From an optimization exercise on the open Yosys and OpenROAD flow, aimed at a short achievable clock period and few clock cycles; shortcuts taken in it are not production practice.
RTL that was checked went through simulation tests only; none was proved equivalent to the original.
No activity file was given, so power comes from the tool's default toggle rates.

==> inputs of try-umber <==
==> flow/design.v <==
package definitions;
localparam logic [2:0] _CMP     = 3'b000;
localparam logic [2:0] _BRANCH  = 3'b001;
localparam logic [2:0] _LOAD    = 3'b010;
localparam logic [2:0] _STORE   = 3'b011;
localparam logic [2:0] _XOR     = 3'b100;
localparam logic [2:0] _ADD     = 3'b101;
localparam logic [2:0] _SUB     = 3'b110;
localparam logic [2:0] _LSHIFT  = 3'b111;
endpackage
import definitions::*;
module TopLevel(
	input Reset,    
          Clk,	    
	output logic Ack,	    
	output [9:0] InstAddr,
	input  [8:0] InstData,
	output [7:0] DataAddr,
	output [7:0] DataWrite,
	output       DataWriteEn,
	input  [7:0] DataRead
);
function automatic logic [8:0] padd8(input logic [7:0] a, input logic [7:0] b, input logic cin);
  logic [7:0] g, p, gg, pp, gn, pn;
  logic [8:0] c;
  g = a & b;
  p = a ^ b;
  gg = g; pp = p;
  for (int d = 1; d < 8; d = d * 2) begin
    gn = gg; pn = pp;
    for (int i = d; i < 8; i++) begin
      gn[i] = gg[i] | (pp[i] & gg[i-d]);
      pn[i] = pp[i] & pp[i-d];
    end
    gg = gn; pp = pn;
  end
  c[0] = cin;
  for (int i = 0; i < 8; i++) c[i+1] = gg[i] | (pp[i] & cin);
  padd8 = {c[8], p ^ c[7:0]};
endfunction
function automatic logic [9:0] pinc10(input logic [9:0] a);
  logic [9:0] r;
  for (int i = 0; i < 10; i++) r[i] = a[i] ^ (&(a | ~((10'd1 << i) - 10'd1)));
  pinc10 = r;
endfunction
function automatic logic ge7(input logic [6:0] a, input logic [6:0] b);
  logic [7:0] gt, eq, gt2, eq2;
  for (int i = 0; i < 7; i++) begin
    gt[i] = a[i] & ~b[i];
    eq[i] = ~(a[i] ^ b[i]);
  end
  gt[7] = 1'b0; eq[7] = 1'b1;
  for (int d = 1; d < 8; d = d * 2)
    for (int i = 0; i < 8; i += 2 * d) begin
      gt[i + 2*d - 1] = gt[i + 2*d - 1] | (eq[i + 2*d - 1] & gt[i + d - 1]);
      eq[i + 2*d - 1] = eq[i + 2*d - 1] & eq[i + d - 1];
    end
  ge7 = gt[7] | eq[7];
endfunction
logic [9:0] pc;
logic [7:0] rf [0:7];       
logic       isVal;          
logic       halted;
logic [7:0] valDest;        
logic [7:0] opA, opB, imm;
logic [7:0] shOH;           
logic       xAdd, xSub, xXor, xLsl, xRdx, xInc, xLd, xImm, xShift, xCmp, xSt;
logic [7:0] xWe;            
logic [7:0] resReg;
logic [7:0] rWe;
logic [7:0] curRf [0:7];
always_comb
  for (int i = 0; i < 8; i++) begin
    curRf[i] = rWe[i] ? resReg : rf[i];
    if (i == 7) curRf[i][7] = 1'b0;
  end
always_ff @(posedge Clk)
  for (int i = 0; i < 8; i++)
    if (Reset) rf[i] <= 8'd0;
    else       rf[i] <= curRf[i];
wire [7:0] sumAB  = padd8(opA, opB, 1'b0);
wire [7:0] diffAB = padd8(opA, ~opB, 1'b1);
wire [7:0] incB   = padd8(opB, 8'd0, 1'b1);
logic [7:0] lsl;
always_comb begin
  lsl = 8'd0;
  for (int j = 0; j < 8; j++)
    for (int k = 0; k <= j; k++)
      lsl[j] = lsl[j] | (shOH[k] & opA[j-k]);
end
wire [7:0] lfsr = {1'b0, curRf[7][5:0], ^(curRf[6][6:0] & curRf[7][6:0])};
wire [7:0] misc = ({8{xXor}}   & (opA ^ opB))
                | ({8{xLsl}}   & lsl)
                | ({8{xRdx}}   & {7'b0, ^opB})
                | ({8{xLd}}    & DataRead)
                | ({8{xImm}}   & imm)
                | ({8{xShift}} & lfsr);
wire [7:0] res  = ({8{xAdd}} & sumAB)
                | ({8{xSub}} & diffAB)
                | ({8{xInc}} & incB)
                | misc;
wire       fEx  = xCmp & (opA[7] ^ opB[7] ^ ge7(opA[6:0], opB[6:0]));
wire [8:0] w  = InstData;
wire [2:0] op = w[8:6];
wire [2:0] fa = w[5:3];
wire [2:0] fb = w[2:0];
wire       run = ~halted;
wire isBrGrp  = ~isVal & (op == _BRANCH);
wire isBr     = isBrGrp & (w[3:0] != 4'd0);
wire isHalt   = isBrGrp & (w[3:0] == 4'd0) & w[5];
wire isShift  = isBrGrp & (w[3:0] == 4'd0) & ~w[5];
wire isMov1   = ~isVal & (w[8:3] == 6'b111111);
wire isRdx    = ~isVal & (w[8:3] == 6'b111110);
wire isLslA   = ~isVal & (op == _LSHIFT) & (fa[2:1] != 2'b11);
wire isInc    = ~isVal & (op == _CMP) & (fa == 3'b111);
wire isLd     = ~isVal & (op == _LOAD);
wire isSt     = ~isVal & (op == _STORE);
wire isXor    = ~isVal & (op == _XOR);
wire isAdd    = ~isVal & (op == _ADD);
wire isSub    = ~isVal & (op == _SUB);
wire isCmpF   = (op == _CMP);        
wire [7:0] aOH = 8'd1 << fa;
wire [7:0] bOH = 8'd1 << fb;
wire [7:0] weD = isVal ? valDest
               : ({8{isLd | isXor | isAdd | isSub | isLslA}} & aOH)
               | ({8{isMov1 | isRdx | isInc}} & bOH)
               | {isShift, 7'b0};
wire [9:0] pcInc = pinc10(pc);
wire [8:0] loSum = padd8({3'b0, pc[4:0]}, {3'b0, w[4:0]}, 1'b0);
wire [4:0] hiP   = pinc10({5'b0, pc[9:5]});
wire [4:0] hiM   = ~pinc10({5'b0, ~pc[9:5]});
wire [4:0] hiBr  = (loSum[5] ^ w[4]) ? (w[4] ? hiM : hiP) : pc[9:5];
wire [9:0] pcBr  = {hiBr, loSum[4:0]};
wire [9:0] nextF0 = (isBr & ~w[5]) ? pcBr : pcInc;
wire [9:0] nextF1 = isBr ? pcBr : pcInc;
wire [9:0] pcNext = fEx ? nextF1 : nextF0;
wire fwdA  = xWe[fa];
wire fwdB  = xWe[fb];
wire fwdA7 = xWe[fa] & (fa != 3'd7);
wire fwdB7 = xWe[fb] & (fb != 3'd7);
wire [7:0] rfA = curRf[fa];
wire [7:0] rfB = curRf[fb];
wire [7:0] rdA = {fwdA7 ? res[7] : rfA[7], fwdA ? res[6:0] : rfA[6:0]};
wire [7:0] rdB = {fwdB7 ? res[7] : rfB[7], fwdB ? res[6:0] : rfB[6:0]};
always_ff @(posedge Clk) begin
  if (Reset) begin
    pc      <= 10'd0;
    isVal   <= 1'b0;
    halted  <= 1'b0;
    valDest <= 8'd0;
    {xAdd, xSub, xXor, xLsl, xRdx, xInc, xLd, xImm, xShift, xCmp, xSt} <= '0;
    xWe     <= 8'd0;
    rWe     <= 8'd0;
  end else begin
    pc      <= pcNext;
    isVal   <= run & isMov1;
    halted  <= halted | isHalt;
    valDest <= bOH;
    xAdd    <= run & isAdd;
    xSub    <= run & isSub;
    xXor    <= run & isXor;
    xLsl    <= run & (isLslA | isMov1);
    xRdx    <= run & isRdx;
    xInc    <= run & isInc;
    xLd     <= run & isLd;
    xImm    <= run & isVal;
    xShift  <= run & isShift;
    xCmp    <= run & isCmpF;
    xSt     <= run & isSt;
    xWe     <= {8{run}} & weD;
    rWe     <= xWe;
  end
  opA    <= rdA;
  opB    <= rdB;
  imm    <= w[7:0];
  shOH   <= bOH;
  resReg <= res;
end
assign InstAddr    = pc;
assign DataAddr    = opB;
assign DataWrite   = opA;
assign DataWriteEn = xSt;
assign Ack         = halted;
endmodule
==> flow/flow/run.sh <==
#!/bin/bash
# Standard layout, run through the standard.sh; output logged here.
bash standard.sh > standard.log 2>&1
==> flow/standard.sh <==
#!/bin/bash
# synth_recipe.tcl (not shown) runs the flow's synth.tcl, then flattens the netlist and writes it again
# the make line also repeats each setting of config.mk as NAME=value (left out here)
make -C /OpenROAD-flow-scripts/flow DESIGN_CONFIG=/design/flow/config.mk WORK_HOME=/design/flow/orfs CLKGATE_MAP_FILE= SYNTH_SCRIPT=/design/flow/synth_recipe.tcl "${@:-finish}"
==> flow/config.mk <==
export PLATFORM = sky130hd
export DESIGN_NAME = TopLevel
export DESIGN_NICKNAME = TopLevel
export VERILOG_FILES = /design/flow/design.v
export SDC_FILE = /design/flow/constraint.sdc
export NUM_CORES = 4
export LEC_CHECK = 0
export ABC_CLOCK_PERIOD_IN_PS = 2000
export CAP_MARGIN = 20
export CORE_MARGIN = 2
export CORE_UTILIZATION = 40
export SETUP_SLACK_MARGIN = 2.3
export SLEW_MARGIN = 20
export TNS_END_PERCENT = 100
==> flow/constraint.sdc <==
create_clock -name core_clock -period 4.2 [get_ports {Clk}]
set_input_delay 0.8400 -clock core_clock [delete_from_list [all_inputs] [get_ports {Clk}]]
set_output_delay 0.8400 -clock core_clock [all_outputs]
set_load 0.01 [all_outputs]
==> inputs of try-onyx, as changes to try-umber <==
==> flow/design.v, changed modules only <==
module TopLevel(
	input Reset,    
          Clk,	    
	output logic Ack,	    
	output [9:0] InstAddr,
	input  [8:0] InstData,
	output [7:0] DataAddr,
	output [7:0] DataWrite,
	output       DataWriteEn,
	input  [7:0] DataRead
);
function automatic logic [8:0] padd8(input logic [7:0] a, input logic [7:0] b, input logic cin);
  logic [7:0] g, p, gg, pp, gn, pn;
  logic [8:0] c;
  g = a & b;
  p = a ^ b;
  gg = g; pp = p;
  for (int d = 1; d < 8; d = d * 2) begin
    gn = gg; pn = pp;
    for (int i = d; i < 8; i++) begin
      gn[i] = gg[i] | (pp[i] & gg[i-d]);
      pn[i] = pp[i] & pp[i-d];
    end
    gg = gn; pp = pn;
  end
  c[0] = cin;
  for (int i = 0; i < 8; i++) c[i+1] = gg[i] | (pp[i] & cin);
  padd8 = {c[8], p ^ c[7:0]};
endfunction
function automatic logic [9:0] pinc10(input logic [9:0] a);
  logic [9:0] r;
  for (int i = 0; i < 10; i++) r[i] = a[i] ^ (&(a | ~((10'd1 << i) - 10'd1)));
  pinc10 = r;
endfunction
function automatic logic ge7(input logic [6:0] a, input logic [6:0] b);
  logic [7:0] gt, eq, gt2, eq2;
  for (int i = 0; i < 7; i++) begin
    gt[i] = a[i] & ~b[i];
    eq[i] = ~(a[i] ^ b[i]);
  end
  gt[7] = 1'b0; eq[7] = 1'b1;
  for (int d = 1; d < 8; d = d * 2)
    for (int i = 0; i < 8; i += 2 * d) begin
      gt[i + 2*d - 1] = gt[i + 2*d - 1] | (eq[i + 2*d - 1] & gt[i + d - 1]);
      eq[i + 2*d - 1] = eq[i + 2*d - 1] & eq[i + d - 1];
    end
  ge7 = gt[7] | eq[7];
endfunction
logic [9:0] pc;
logic [7:0] rf [0:7];       
logic       isVal;          
logic       halted;
logic [7:0] valDest;        
logic [7:0] opA, opB, imm;
logic [7:0] shOH;           
logic       xAdd, xSub, xXor, xLsl, xRdx, xInc, xLd, xImm, xShift, xCmp, xSt;
logic       xFc;            
logic [7:0] xWe;            
logic [7:0] resReg;
logic [7:0] rWe;
logic [7:0] curRf [0:7];
always_comb
  for (int i = 0; i < 8; i++) begin
    curRf[i] = rWe[i] ? resReg : rf[i];
    if (i == 7) curRf[i][7] = 1'b0;
  end
always_ff @(posedge Clk)
  for (int i = 0; i < 8; i++)
    if (Reset) rf[i] <= 8'd0;
    else       rf[i] <= curRf[i];
wire [7:0] sumAB  = padd8(opA, opB, 1'b0);
wire [7:0] diffAB = padd8(opA, ~opB, 1'b1);
wire [7:0] incB   = padd8(opB, 8'd0, 1'b1);
logic [7:0] lsl;
always_comb begin
  lsl = 8'd0;
  for (int j = 0; j < 8; j++)
    for (int k = 0; k <= j; k++)
      lsl[j] = lsl[j] | (shOH[k] & opA[j-k]);
end
wire [7:0] lfsr = {1'b0, curRf[7][5:0], ^(curRf[6][6:0] & curRf[7][6:0])};
wire [7:0] misc = ({8{xXor}}   & (opA ^ opB))
                | ({8{xLsl}}   & lsl)
                | ({8{xRdx}}   & {7'b0, ^opB})
                | ({8{xLd}}    & DataRead)
                | ({8{xImm}}   & imm)
                | ({8{xShift}} & lfsr);
wire [7:0] res  = ({8{xAdd}} & sumAB)
                | ({8{xSub}} & diffAB)
                | ({8{xInc}} & incB)
                | misc;
wire       fEx  = (xCmp & (opA[7] ^ opB[7] ^ ge7(opA[6:0], opB[6:0]))) | xFc;
wire [8:0] w  = InstData;
wire [2:0] op = w[8:6];
wire [2:0] fa = w[5:3];
wire [2:0] fb = w[2:0];
wire       run = ~halted;
logic       pendBge, predReg, foldedReg;
logic [9:0] altPc;
logic [4:0] pendIx;
wire        squash = pendBge & (fEx ^ predReg);
wire        go     = run & ~squash;
wire        fUse   = fEx & ~foldedReg;
wire isBrGrp  = ~isVal & (op == _BRANCH);
wire isBr     = isBrGrp & (w[3:0] != 4'd0);
wire isHalt   = isBrGrp & (w[3:0] == 4'd0) & w[5];
wire isShift  = isBrGrp & (w[3:0] == 4'd0) & ~w[5];
wire taken    = isBr & (~w[5] | fUse);
wire isMov1   = ~isVal & (w[8:3] == 6'b111111);
wire isRdx    = ~isVal & (w[8:3] == 6'b111110);
wire isLslA   = ~isVal & (op == _LSHIFT) & (fa[2:1] != 2'b11);
wire isInc    = ~isVal & (op == _CMP) & (fa == 3'b111);
wire isLd     = ~isVal & (op == _LOAD);
wire isSt     = ~isVal & (op == _STORE);
wire isXor    = ~isVal & (op == _XOR);
wire isAdd    = ~isVal & (op == _ADD);
wire isSub    = ~isVal & (op == _SUB);
wire isCmpF   = (op == _CMP);        
wire pNormal  = isVal | ~((op == _BRANCH) | (w[8:3] == 6'b111111));
localparam int NT = 32;
logic       tValid [NT];
logic       tCtx   [NT];      
logic [4:0] tTag   [NT];
logic       tIsB   [NT];      
logic       tIsBge [NT];      
logic       tFus   [NT];      
logic       tFval  [NT];      
logic [7:0] tV     [NT];      
logic [9:0] tT     [NT];      
logic [1:0] tCtr   [NT];      
wire [4:0] ix    = pc[4:0];
wire       hit   = tValid[ix] & (tTag[ix] == pc[9:5]);
wire       seqHit = hit & ~tCtx[ix];
wire       tgtHit = hit &  tCtx[ix];
wire [9:0] eT    = tT[ix];
wire       pred  = tCtr[ix][1];
wire foldB   = seqHit & pNormal & tIsB[ix];
wire foldBge = seqHit & pNormal & tIsBge[ix];
wire fuse    = seqHit & isMov1 & tFus[ix];
wire tgtFold = tgtHit & tIsB[ix];           
wire [9:0] pcInc  = pinc10(pc);
wire [9:0] pcInc2 = {pinc10({1'b0, pc[9:1]}) , pc[0]};
wire [8:0] loSum = padd8({3'b0, pc[4:0]}, {3'b0, w[4:0]}, 1'b0);
wire [4:0] hiP   = pinc10({5'b0, pc[9:5]});
wire [4:0] hiM   = ~pinc10({5'b0, ~pc[9:5]});
wire [4:0] hiBr  = (loSum[5] ^ w[4]) ? (w[4] ? hiM : hiP) : pc[9:5];
wire [9:0] pcBr  = {hiBr, loSum[4:0]};
wire [9:0] pcTk  = tgtFold ? eT : pcBr;
wire [9:0] pcNt  = (foldB | (foldBge & pred)) ? eT
                 : ((foldBge & ~pred) | fuse) ? pcInc2 : pcInc;
wire [9:0] pcNext = squash ? altPc : (taken ? pcTk : pcNt);
logic       seqReg, tkReg;
logic [9:0] prevPc;
wire        wIsBPat   = (op == _BRANCH) & (w[3:0] != 4'd0) & ~w[5];
wire        wIsBgePat = (op == _BRANCH) & (w[3:0] != 4'd0) &  w[5];
wire        wFus      = (op != _CMP) | (fa == fb);
wire        wFval     = (op == _CMP);
wire [4:0]  lx        = prevPc[4:0];
wire        lSame     = tValid[lx] & (tTag[lx] == prevPc[9:5]) & (tCtx[lx] == tkReg);
wire        learn     = ~lSame & ((seqReg & (wIsBPat | wIsBgePat | (isVal & wFus)))
                                | (tkReg & wIsBPat));
wire [7:0] aOH = 8'd1 << fa;
wire [7:0] bOH = 8'd1 << fb;
wire [7:0] weD = isVal ? valDest
               : ({8{isLd | isXor | isAdd | isSub | isLslA}} & aOH)
               | ({8{isMov1 | isRdx | isInc}} & bOH)
               | {isShift, 7'b0};
wire fwdA  = xWe[fa];
wire fwdB  = xWe[fb];
wire fwdA7 = xWe[fa] & (fa != 3'd7);
wire fwdB7 = xWe[fb] & (fb != 3'd7);
wire [7:0] rfA = curRf[fa];
wire [7:0] rfB = curRf[fb];
wire [7:0] rdA = {fwdA7 ? res[7] : rfA[7], fwdA ? res[6:0] : rfA[6:0]};
wire [7:0] rdB = {fwdB7 ? res[7] : rfB[7], fwdB ? res[6:0] : rfB[6:0]};
always_ff @(posedge Clk) begin
  if (Reset) begin
    pc        <= 10'd0;
    isVal     <= 1'b0;
    halted    <= 1'b0;
    valDest   <= 8'd0;
    {xAdd, xSub, xXor, xLsl, xRdx, xInc, xLd, xImm, xShift, xCmp, xSt, xFc} <= '0;
    xWe       <= 8'd0;
    rWe       <= 8'd0;
    pendBge   <= 1'b0;
    foldedReg <= 1'b0;
    seqReg    <= 1'b0;
    tkReg     <= 1'b0;
  end else begin
    pc        <= pcNext;
    isVal     <= go & isMov1 & ~fuse;
    halted    <= halted | (go & isHalt);
    valDest   <= bOH;
    xAdd      <= go & isAdd;
    xSub      <= go & isSub;
    xXor      <= go & isXor;
    xLsl      <= go & (isLslA | (isMov1 & ~fuse));
    xRdx      <= go & isRdx;
    xInc      <= go & isInc;
    xLd       <= go & isLd;
    xImm      <= go & (isVal | fuse);
    xShift    <= go & isShift;
    xCmp      <= go & isCmpF;
    xSt       <= go & isSt;
    xFc       <= go & fuse & tFval[ix];
    xWe       <= {8{go}} & weD;
    rWe       <= xWe;
    pendBge   <= go & ~taken & foldBge;
    foldedReg <= go & (taken ? tgtFold : (foldB | foldBge));
    seqReg    <= go & ~taken & ~foldB & ~foldBge & ~fuse;
    tkReg     <= go & taken & ~tgtFold;
  end
  predReg <= pred;
  altPc   <= pred ? pcInc2 : eT;
  pendIx  <= ix;
  prevPc  <= pc;
  opA    <= rdA;
  opB    <= rdB;
  imm    <= fuse ? tV[ix] : w[7:0];
  shOH   <= bOH;
  resReg <= res;
end
always_ff @(posedge Clk) begin
  for (int i = 0; i < NT; i++) begin
    if (Reset) tValid[i] <= 1'b0;
    else if (learn && lx == i) begin
      tValid[i] <= 1'b1;
      tCtx[i]   <= tkReg;
      tTag[i]   <= prevPc[9:5];
      tIsB[i]   <= wIsBPat;
      tIsBge[i] <= wIsBgePat;
      tFus[i]   <= wFus;
      tFval[i]  <= wFval;
      tV[i]     <= w[7:0];
      tT[i]     <= pcBr;
      tCtr[i]   <= w[4] ? 2'd2 : 2'd1;    
    end else if (pendBge && pendIx == i) begin
      if (fEx) tCtr[i] <= (tCtr[i] == 2'd3) ? 2'd3 : tCtr[i] + 2'd1;
      else     tCtr[i] <= (tCtr[i] == 2'd0) ? 2'd0 : tCtr[i] - 2'd1;
    end
  end
end
assign InstAddr    = pc;
assign DataAddr    = opB;
assign DataWrite   = opA;
assign DataWriteEn = xSt;
assign Ack         = halted;
endmodule
==> flow/run.sh (new file) <==
#!/bin/bash
# synth_recipe.tcl (not shown) runs the flow's synth.tcl, then flattens the netlist and writes it again
# the make line also repeats each setting of config.mk as NAME=value (left out here)
make -C /OpenROAD-flow-scripts/flow DESIGN_CONFIG=/design/flow/config.mk WORK_HOME=/design/flow/orfs CLKGATE_MAP_FILE= SYNTH_SCRIPT=/design/flow/synth_recipe.tcl finish
removed: flow/flow/run.sh
removed: flow/standard.sh
==> inputs of try-tundra, as changes to try-umber <==
==> flow/design.v, changed modules only <==
module TopLevel(
	input Reset,    
          Clk,	    
	output logic Ack,	    
	output [9:0] InstAddr,
	input  [8:0] InstData,
	output [7:0] DataAddr,
	output [7:0] DataWrite,
	output       DataWriteEn,
	input  [7:0] DataRead
);
function automatic logic [8:0] padd8(input logic [7:0] a, input logic [7:0] b, input logic cin);
  logic [7:0] g, p, gg, pp, gn, pn;
  logic [8:0] c;
  g = a & b;
  p = a ^ b;
  gg = g; pp = p;
  for (int d = 1; d < 8; d = d * 2) begin
    gn = gg; pn = pp;
    for (int i = d; i < 8; i++) begin
      gn[i] = gg[i] | (pp[i] & gg[i-d]);
      pn[i] = pp[i] & pp[i-d];
    end
    gg = gn; pp = pn;
  end
  c[0] = cin;
  for (int i = 0; i < 8; i++) c[i+1] = gg[i] | (pp[i] & cin);
  padd8 = {c[8], p ^ c[7:0]};
endfunction
function automatic logic [9:0] pinc10(input logic [9:0] a);
  logic [9:0] r;
  for (int i = 0; i < 10; i++) r[i] = a[i] ^ (&(a | ~((10'd1 << i) - 10'd1)));
  pinc10 = r;
endfunction
logic [9:0] pc;
logic [7:0] rf [0:7];       
logic       isVal;          
logic       halted;
logic [7:0] valDest;        
logic [7:0] opA, opB, imm;
logic [7:0] shOH;           
logic       xAdd, xSub, xXor, xLsl, xRdx, xInc, xLd, xImm, xShift, xCmp, xSt;
logic [7:0] xWe;            
logic       xDest7;
wire [8:0] sumC   = padd8(opA, opB, 1'b0);
wire [8:0] diffC  = padd8(opA, ~opB, 1'b1);
wire [8:0] incC   = padd8(opB, 8'd0, 1'b1);
wire [7:0] sumAB  = sumC[7:0];
wire [7:0] diffAB = diffC[7:0];
wire [7:0] incB   = incC[7:0];
logic [7:0] lsl;
always_comb begin
  lsl = 8'd0;
  for (int j = 0; j < 8; j++)
    for (int k = 0; k <= j; k++)
      lsl[j] = lsl[j] | (shOH[k] & opA[j-k]);
end
wire [7:0] lfsr = {1'b0, rf[7][5:0], ^(rf[6][6:0] & rf[7][6:0])};
wire [7:0] resRaw = ({8{xAdd}}   & sumAB)
                  | ({8{xSub}}   & diffAB)
                  | ({8{xXor}}   & (opA ^ opB))
                  | ({8{xLsl}}   & lsl)
                  | ({8{xRdx}}   & {7'b0, ^opB})
                  | ({8{xInc}}   & incB)
                  | ({8{xLd}}    & DataRead)
                  | ({8{xImm}}   & imm)
                  | ({8{xShift}} & lfsr);
wire [7:0] res = {resRaw[7] & ~xDest7, resRaw[6:0]};
wire       fEx = xCmp & ~diffAB[7];
always_ff @(posedge Clk)
  for (int i = 0; i < 8; i++)
    if (Reset)       rf[i] <= 8'd0;
    else if (xWe[i]) rf[i] <= res;
wire [8:0] w  = InstData;
wire [2:0] op = w[8:6];
wire [2:0] fa = w[5:3];
wire [2:0] fb = w[2:0];
wire       run = ~halted;
wire isBrGrp  = ~isVal & (op == _BRANCH);
wire isBr     = isBrGrp & (w[3:0] != 4'd0);
wire isHalt   = isBrGrp & (w[3:0] == 4'd0) & w[5];
wire isShift  = isBrGrp & (w[3:0] == 4'd0) & ~w[5];
wire taken    = isBr & (~w[5] | fEx);
wire isMov1   = ~isVal & (w[8:3] == 6'b111111);
wire isRdx    = ~isVal & (w[8:3] == 6'b111110);
wire isLslA   = ~isVal & (op == _LSHIFT) & (fa[2:1] != 2'b11);
wire isInc    = ~isVal & (op == _CMP) & (fa == 3'b111);
wire isLd     = ~isVal & (op == _LOAD);
wire isSt     = ~isVal & (op == _STORE);
wire isXor    = ~isVal & (op == _XOR);
wire isAdd    = ~isVal & (op == _ADD);
wire isSub    = ~isVal & (op == _SUB);
wire isCmpF   = (op == _CMP);        
wire [7:0] aOH = 8'd1 << fa;
wire [7:0] bOH = 8'd1 << fb;
wire [7:0] weD = isVal ? valDest
               : ({8{isLd | isXor | isAdd | isSub | isLslA}} & aOH)
               | ({8{isMov1 | isRdx | isInc}} & bOH)
               | {isShift, 7'b0};
wire [9:0] pcInc = pinc10(pc);
wire [8:0] loSum = padd8({3'b0, pc[4:0]}, {3'b0, w[4:0]}, 1'b0);
wire [4:0] hiP   = pinc10({5'b0, pc[9:5]});
wire [4:0] hiM   = ~pinc10({5'b0, ~pc[9:5]});
wire [4:0] hiBr  = (loSum[5] ^ w[4]) ? (w[4] ? hiM : hiP) : pc[9:5];
wire [9:0] pcBr  = {hiBr, loSum[4:0]};
wire [7:0] rdA = xWe[fa] ? res : rf[fa];
wire [7:0] rdB = xWe[fb] ? res : rf[fb];
always_ff @(posedge Clk) begin
  if (Reset) begin
    pc      <= 10'd0;
    isVal   <= 1'b0;
    halted  <= 1'b0;
    valDest <= 8'd0;
    {xAdd, xSub, xXor, xLsl, xRdx, xInc, xLd, xImm, xShift, xCmp, xSt} <= '0;
    xWe     <= 8'd0;
    xDest7  <= 1'b0;
  end else begin
    pc      <= taken ? pcBr : pcInc;
    isVal   <= run & isMov1;
    halted  <= halted | isHalt;
    valDest <= bOH;
    xAdd    <= run & isAdd;
    xSub    <= run & isSub;
    xXor    <= run & isXor;
    xLsl    <= run & (isLslA | isMov1);
    xRdx    <= run & isRdx;
    xInc    <= run & isInc;
    xLd     <= run & isLd;
    xImm    <= run & isVal;
    xShift  <= run & isShift;
    xCmp    <= run & isCmpF;
    xSt     <= run & isSt;
    xWe     <= {8{run}} & weD;
    xDest7  <= weD[7];
  end
  opA  <= rdA;
  opB  <= rdB;
  imm  <= w[7:0];
  shOH <= bOH;
end
assign InstAddr    = pc;
assign DataAddr    = opB;
assign DataWrite   = opA;
assign DataWriteEn = xSt;
assign Ack         = halted;
endmodule
==> flow/run.sh (new file) <==
#!/bin/bash
# synth_recipe.tcl (not shown) runs the flow's synth.tcl, then flattens the netlist and writes it again
# the make line also repeats each setting of config.mk as NAME=value (left out here)
make -C /OpenROAD-flow-scripts/flow DESIGN_CONFIG=/design/flow/config.mk WORK_HOME=/design/flow/orfs CLKGATE_MAP_FILE= SYNTH_SCRIPT=/design/flow/synth_recipe.tcl finish
--- a/flow/config.mk
+++ b/flow/config.mk
@@ -7,3 +7,3 @@
 export LEC_CHECK = 0
-export ABC_CLOCK_PERIOD_IN_PS = 2000
+export ABC_CLOCK_PERIOD_IN_PS = 1000
 export CAP_MARGIN = 20
@@ -11,4 +11,3 @@
 export CORE_UTILIZATION = 40
-export SETUP_SLACK_MARGIN = 2.3
+export SETUP_SLACK_MARGIN = 3.0
 export SLEW_MARGIN = 20
-export TNS_END_PERCENT = 100
removed: flow/flow/run.sh
removed: flow/standard.sh
==> inputs of try-yarrow, as changes to try-umber <==
--- a/flow/design.v
+++ b/flow/design.v
@@ -68,2 +68,3 @@
 logic [7:0] xWe;            
+logic [7:0] daReg, dwReg;   
 logic [7:0] resReg;
@@ -172,2 +173,4 @@
   end
+  if (isLd | isSt) daReg <= rdB;
+  if (isSt)         dwReg <= rdA;
   opA    <= rdA;
@@ -179,4 +182,4 @@
 assign InstAddr    = pc;
-assign DataAddr    = opB;
-assign DataWrite   = opA;
+assign DataAddr    = daReg;
+assign DataWrite   = dwReg;
 assign DataWriteEn = xSt;
==> flow/run.sh (new file) <==
#!/bin/bash
# synth_recipe.tcl (not shown) runs the flow's synth.tcl, then flattens the netlist and writes it again
# the make line also repeats each setting of config.mk as NAME=value (left out here)
make -C /OpenROAD-flow-scripts/flow DESIGN_CONFIG=/design/flow/config.mk WORK_HOME=/design/flow/orfs CLKGATE_MAP_FILE= SYNTH_SCRIPT=/design/flow/synth_recipe.tcl finish
removed: flow/flow/run.sh
removed: flow/standard.sh
==> PnR_summary.wiki <==
{| class="wikitable"
! Metric !! Value
|-
| Outcome || finished clean
|-
| Die width || 355.8 um
|-
| Detailed Routing Iterations Pass 1 || 9
|-
| Post-Syn Area || 49,490 sq um
|-
| Fraction of standard cell area that is sequential || 0.4862
|-
| N_taps || 1,637
|-
| CP peak stage delay || 0.42 ns
|-
| Critical-path cell list || buf_6, nand3b_1, buf_4, nor2_4, a22o_1, nor3_1, a31oi_1, xor2_2, a2111oi_4, buf_4, a41oi_4, nand2b_4, buf_6, buf_16, buf_12, buf_12, buf_4, nor2_4, buf_12
|-
| Mux cell area share after synthesis || 0.05132
|-
| Drt initial violations || 7,195
|-
| Count of clock buffers in the final design || 163
|-
| Total nets after synthesis || 3,703
|-
| Count of vias placed by the detailed router || 40,418
|-
| Sequential cell count || 1,168
|-
| Crit path launch || prevPc[3]
|-
| CP delay by family, top || buffers and inverters
|-
| Final critical-path setup slack || 0.1641 ns
|-
| Footprint of the multi-input gates || 18,470 sq um
|-
| Fraction of final layout cells with drive strength greater than 1 || 0.3514
|-
| Starting utilization of the core area || 0.4014
|}
The numbers above come from try-onyx.

==> PnR_summary.wiki <==
{| class="wikitable"
! Metric !! Value
|-
| Footprint of the multi-input gates || 5411 sq um
|-
| Nature of the critical path startpoint || flop
|-
| Starting utilization of the core area || 0.4089
|-
| Count of clock buffers in the final design || 17
|-
| Outcome || finished clean
|-
| Crit path launch || opB[6]
|-
| CP peak stage delay || 0.51 ns
|-
| Power density normalized to cell area || 359.0 nW/um^2
|-
| Ports placed on the boundary || 47
|-
| Critical-path cell list || inv_2, ha_4, buf_4, buf_6, a21o_1, a31o_4, nor4_4, nor3_4, buf_12, or4_4, o211ai_1
|-
| CP delay by family, top || simple AND/OR/NAND/NOR gates
|-
| Mux cell area share after synthesis || 0.1263
|-
| Drt initial violations || 641
|-
| Post-Syn Area || 8651 sq um
|-
| Fraction of standard cell area that is sequential || 0.3141
|-
| Fraction of final layout cells with drive strength greater than 1 || 0.3257
|-
| Detailed Routing Iterations Pass 1 || 5
|-
| Total nets after synthesis || 995
|-
| Count of vias placed by the detailed router || 7,709
|-
| Die width || 151.1 um
|}
The numbers above come from try-yarrow.

==> PnR_summary.wiki <==
{| class="wikitable"
! Metric !! Value
|-
| Outcome || finished clean
|-
| Fraction of standard cell area that is sequential || 0.2758
|-
| Count of clock buffers in the final design || 17
|-
| Mux cell area share after synthesis || 0.1349
|-
| Starting utilization of the core area || 0.4089
|-
| CP peak stage delay || 0.41 ns
|-
| Die width || 148.3 um
|-
| Footprint of the multi-input gates || 5505 sq um
|-
| Critical-path cell list || inv_2, ha_4, a21o_4, a31o_4, nor4_4, nor3_4, buf_6, or4_4, o211ai_1
|-
| Crit path launch || opB[4]
|-
| Post-Syn Area || 8328 sq um
|-
| Final critical-path setup slack || 1.882 ns
|-
| Sequential cell count || 150
|-
| N_taps || 270
|}
The numbers above come from try-umber.

==> PnR_summary.wiki <==
{| class="wikitable"
! Metric !! Value
|-
| CP delay by family, top || compound AO/OA/AOI/OAI gates
|-
| Mux cell area share after synthesis || 0.09575
|-
| Count of clock buffers in the final design || 20
|-
| Final critical-path setup slack || 1.724 ns
|-
| Drt initial violations || 974
|-
| Count of vias placed by the detailed router || 7,882
|-
| Post-Syn Area || 7475 sq um
|-
| Critical-path cell list || inv_2, ha_4, o21ai_4, a221o_2, buf_6, or2_4, a21oi_2, buf_6, and2_4, o31a_2, o311ai_1
|-
| Crit path launch || opB[1]
|-
| Outcome || finished clean
|-
| Detailed Routing Iterations Pass 1 || 6
|}
The numbers above come from try-tundra.

Testbench counts of try-umber, summed over its fixed seeds: cycles 71,357.
For try-onyx, try-tundra and try-yarrow, only the layout was checked, not whether the RTL still works.

-- afterwards: timing with drivers on the ports --
In the flow no input, the clock included, has a driving cell. The finished layouts below were timed again as built, in two steps.
Step 1: set_driving_cell puts a clkbuf_16 on Clk and a buf_2 on each other input, an assumption about the parent block.
Step 2, shift: input delay + t, output delay - t, t = (earliest + latest rising clock arrival at the registers) / 2. This alone moves slack from input paths to output paths.
Slacks: ideal ports / drivers / drivers and shift; pairs: ideal ports / drivers.
| run | t (ns) | setup slack, ns | worst setup path at the end | cell pins on the clock port's net |
|---|---|---|---|---|
| try-umber | 0.477 | 1.882 / 1.882 / 1.454 | input to register | 1 |
| try-onyx | 0.817 | 0.164 / 0.164 / -0.126 | input to register | 1 |
| try-tundra | 0.475 | 1.724 / 1.724 / 1.318 | input to register | 1 |
| try-yarrow | 0.476 | 1.745 / 1.745 / 1.327 | input to register | 1 |
With both steps, setup timing fails in try-onyx, where it was met with ideal ports. The setup slack of try-umber, which loses most, moves by 0.000 ns with the drivers and by -0.428 ns with both steps.
